This is an optimization exercise on Yosys and OpenROAD, whose aim is a short achievable clock period and few clock cycles, not a production implementation.
In this exercise RTL edits were held to simulation tests only and were not proved equivalent to the original.
No activity file was given, so power comes from the tool's default toggle rates.

// mips
module mips (
    input wire clk,
    input wire rst,
    output wire [31:0] imem_addr,
    input  wire [31:0] imem_rdata,
    output wire [31:0] dmem_addr,
    output wire [31:0] dmem_wdata,
    output wire        dmem_we,
    input  wire [31:0] dmem_rdata
);
==> flow/config.mk <==
export PLATFORM = sky130hd
export DESIGN_NAME = mips
export DESIGN_NICKNAME = mips
export VERILOG_FILES = /design/flow/design.v
export SDC_FILE = /design/flow/constraint.sdc
export NUM_CORES = 4
export LEC_CHECK = 0
export CAP_MARGIN = 20
export CORE_MARGIN = 2
export CORE_UTILIZATION = 70
export CTS_CLUSTER_DIAMETER = 100
export CTS_CLUSTER_SIZE = 25
export SLEW_MARGIN = 20
export SYNTH_HIERARCHICAL = 1
==> flow/constraint.sdc <==
create_clock -name core_clock -period 23.0 [get_ports {clk}]
set_input_delay 4.6000 -clock core_clock [delete_from_list [all_inputs] [get_ports {clk}]]
set_output_delay 4.6000 -clock core_clock [all_outputs]
set_load 0.01 [all_outputs]
standard.sh (not shown) runs the stock make flow with config.mk's settings and CLKGATE_MAP_FILE= SYNTH_SCRIPT=/design/flow/synth_recipe.tcl, a recipe that flattens the netlist after the stock synthesis.
==> flow/flow/run.sh <==
#!/bin/bash
set -euo pipefail
MARGIN=${MARGIN:-17.4}
sed -e "s|CLKGATE_MAP_FILE= |CLKGATE_MAP_FILE= SETUP_SLACK_MARGIN=${MARGIN} 'BUFFER_PORTS_ARGS=-buffer_cell sky130_fd_sc_hd__buf_4' |" standard.sh > standard_margin.sh
bash standard_margin.sh > make_flow.log 2>&1 || { tail -50 make_flow.log; exit 1; }
tail -5 make_flow.log
The starting point completed without violations.
Testbench counts at the start, summed over its fixed seeds: cycles 36,926.
Next try:
--- a/flow/design.v
+++ b/flow/design.v
@@ -1987,27 +1987,28 @@
 Alu_decoder alu_dec (
     .funct(funct),
     .Alu_op(alu_op),
     .Alu_control(Alu_control)
 );
 endmodule
 module fetch_next (
     input  wire [31:0] inst,    
     input  wire [31:0] pc4,     
     input  wire [23:0] hip,     
     input  wire [23:0] him,     
-    output wire [31:0] nf       
+    input  wire [31:0] pcs,     
+    input  wire        hold,    
+    output wire [31:0] pcx
 );
 wire j  = (inst[31:26] == 6'b000010);
-wire bs = (inst[31:26] == 6'b000100) & (inst[25:21] == inst[20:16])
-        & ((inst[15:5] == {11{1'b0}}) | (inst[15:5] == {11{1'b1}}));
+wire bs = (inst[31:26] == 6'b000100) & (inst[25:21] == inst[20:16]);
 wire [5:0] a = pc4[7:2];
 wire [5:0] b = inst[5:0];
 wire [5:0] p0 = a ^ b;
 wire [5:0] g0 = a & b;
 wire g1_1 = g0[1] | (p0[1] & g0[0]);
 wire g1_2 = g0[2] | (p0[2] & g0[1]);
 wire p1_2 = p0[2] & p0[1];
 wire g1_3 = g0[3] | (p0[3] & g0[2]);
 wire p1_3 = p0[3] & p0[2];
 wire g1_4 = g0[4] | (p0[4] & g0[3]);
 wire p1_4 = p0[4] & p0[3];
@@ -2026,31 +2027,31 @@
 assign lo[1] = p0[1] ^ g0[0];
 assign lo[2] = p0[2] ^ g1_1;
 assign lo[3] = p0[3] ^ g2_2;
 assign lo[4] = p0[4] ^ g2_3;
 assign lo[5] = p0[5] ^ g3_4;
 wire co = g3_5;
 wire [23:0] hi1 = b[5] ? pc4[31:8] : hip;
 wire [23:0] hi0 = b[5] ? him : pc4[31:8];
 wire [23:0] hi = co ? hi1 : hi0;
 wire [31:0] bt = {hi, lo, 2'b00};
 wire [31:0] jt = {pc4[31:28], inst[25:0], 2'b00};
-assign nf = j ? jt : bs ? bt : pc4;
+assign pcx = (j & ~hold) ? jt : (bs & ~hold) ? bt : pcs;
 endmodule
-module pc_mux (
-    input  wire [31:0] nf,
-    input  wire [31:0] early,
-    input  wire        use_f,
+module pc_fin (
+    input  wire [31:0] pn,
+    input  wire [31:0] bt,
+    input  wire        td,
     output wire [31:0] pcx
 );
-assign pcx = use_f ? nf : early;
+assign pcx = td ? bt : pn;
 endmodule
 module adder (
     input wire [31:0] A,
     input wire [31:0] B,
     output wire [31:0] C
 );
 assign C=A+B;    
 endmodule
 module mux #(
     parameter Length_in=32,
     parameter Length_out=32
@@ -2194,40 +2195,40 @@
 wire [31:0] bx_e   = b_e ^ {32{sub_e}};
 wire [31:0] cfs_d  = a_e ^ bx_e ^ k_d;
 wire [31:0] cfc_d  = {(a_e[30:0] & bx_e[30:0]) | ((a_e[30:0] | bx_e[30:0]) & ~k_d[30:0]), sub_e};
 wire        eq_d   = (he_rs | he_rt) ? (cfs_d == cfc_d) : (cmp_rs == cmp_rt);
 wire        taken_d = v_d & dres_d & ~stall_d & eq_d;
 reg         beq_e;
 reg  [31:0] bt_e;
 wire        taken_e = beq_e & (a_e == b_e);
 wire [31:0] bt_d    = pc4_d + {imm_d[29:0], 2'b00};
 wire stall_f = stall_d & ~taken_e;
 wire go_d = v_d & ~stall_d & ~taken_e;
-wire        redir_d = (v_d & bsl_d) | taken_d;
+wire        tkd_d  = v_d & bsl_d;
 reg         booted;
-wire        use_f   = booted & ~taken_e & ~redir_d & ~stall_d;
-wire [31:0] early_f = ~booted ? 32'd0 : taken_e ? bt_e : redir_d ? bt_d : pc_f;
-wire [31:0] nf_f, pcx_f;
+wire        hold_f = taken_e | tkd_d | stall_d | ~booted;
+wire [31:0] pcs_f  = ~booted ? 32'd0 : taken_e ? bt_e : tkd_d ? bt_d : stall_d ? pc_f : pc4_f;
+wire [31:0] pcn_f, pcx_f;
 fetch_next FN (
     .inst(inst_f), .pc4(pc4_f),
     .hip(pc4_f[31:8] + 24'd1), .him(pc4_f[31:8] - 24'd1),
-    .nf(nf_f)
+    .pcs(pcs_f), .hold(hold_f), .pcx(pcn_f)
 );
-pc_mux PM (.nf(nf_f), .early(early_f), .use_f(use_f), .pcx(pcx_f));
+pc_fin PF (.pn(pcn_f), .bt(bt_d), .td(taken_d & ~taken_e), .pcx(pcx_f));
 always @(posedge clk or negedge rst) begin
     if (!rst) begin
         v_d    <= 1'b0;
         booted <= 1'b0;
     end else begin
         booted <= 1'b1;
-        if (taken_e | redir_d | ~booted)
+        if (taken_e | tkd_d | taken_d | ~booted)
             v_d <= 1'b0;
         else if (!stall_d)
             v_d <= 1'b1;
     end
 end
 always @(posedge clk)
     pc_f <= pcx_f;
 always @(posedge clk) begin
     if (!stall_f) begin
         ir_d  <= inst_f;
         pc4_d <= pc4_f;
Count of clock-buffer cells in the layout went up by 16.
Register-to-register slack gains 0.13 ns.
Routed wire length went down by 5.7%.
Power goes down by 3.1%.
Worst hold slack gains 0.012 ns.
Non-clock buffer count shrinks by 80.
Via count decreases by 3.0%.
Final area decreases by 2.5%.
Testbench counts after the change, summed over its fixed seeds: cycles 36,926.

separate check: timing with driven ports:
The results above use ideal ports. As a check the final layouts listed here were re-extracted and re-timed, cells and wires unchanged.
Step 1 sets driving cells, clkbuf_16 on the clock port and buf_2 on the other inputs (assumed; they add their load-dependent delay and slew).
Step 2 times the ports against the registers' clock, not the clock port: input delays grow and output delays shrink by t, the midpoint of the rising clock arrivals with the driver on.
Three values: ideal ports, drivers, drivers and shift; two values: the first two.
run	t (ns)	slack for setup (ns)	worst setup path at the end	pins driven straight from the clock port
the first run	0.875	16.852 / 16.896 / 16.022	input to register	1
the second run	0.821	17.076 / 17.055 / 16.291	input to register	1
After both steps every run listed still meets setup and hold. For the first run, which loses most, drivers alone change the setup slack by +0.044 ns; drivers and shift together by -0.830 ns.
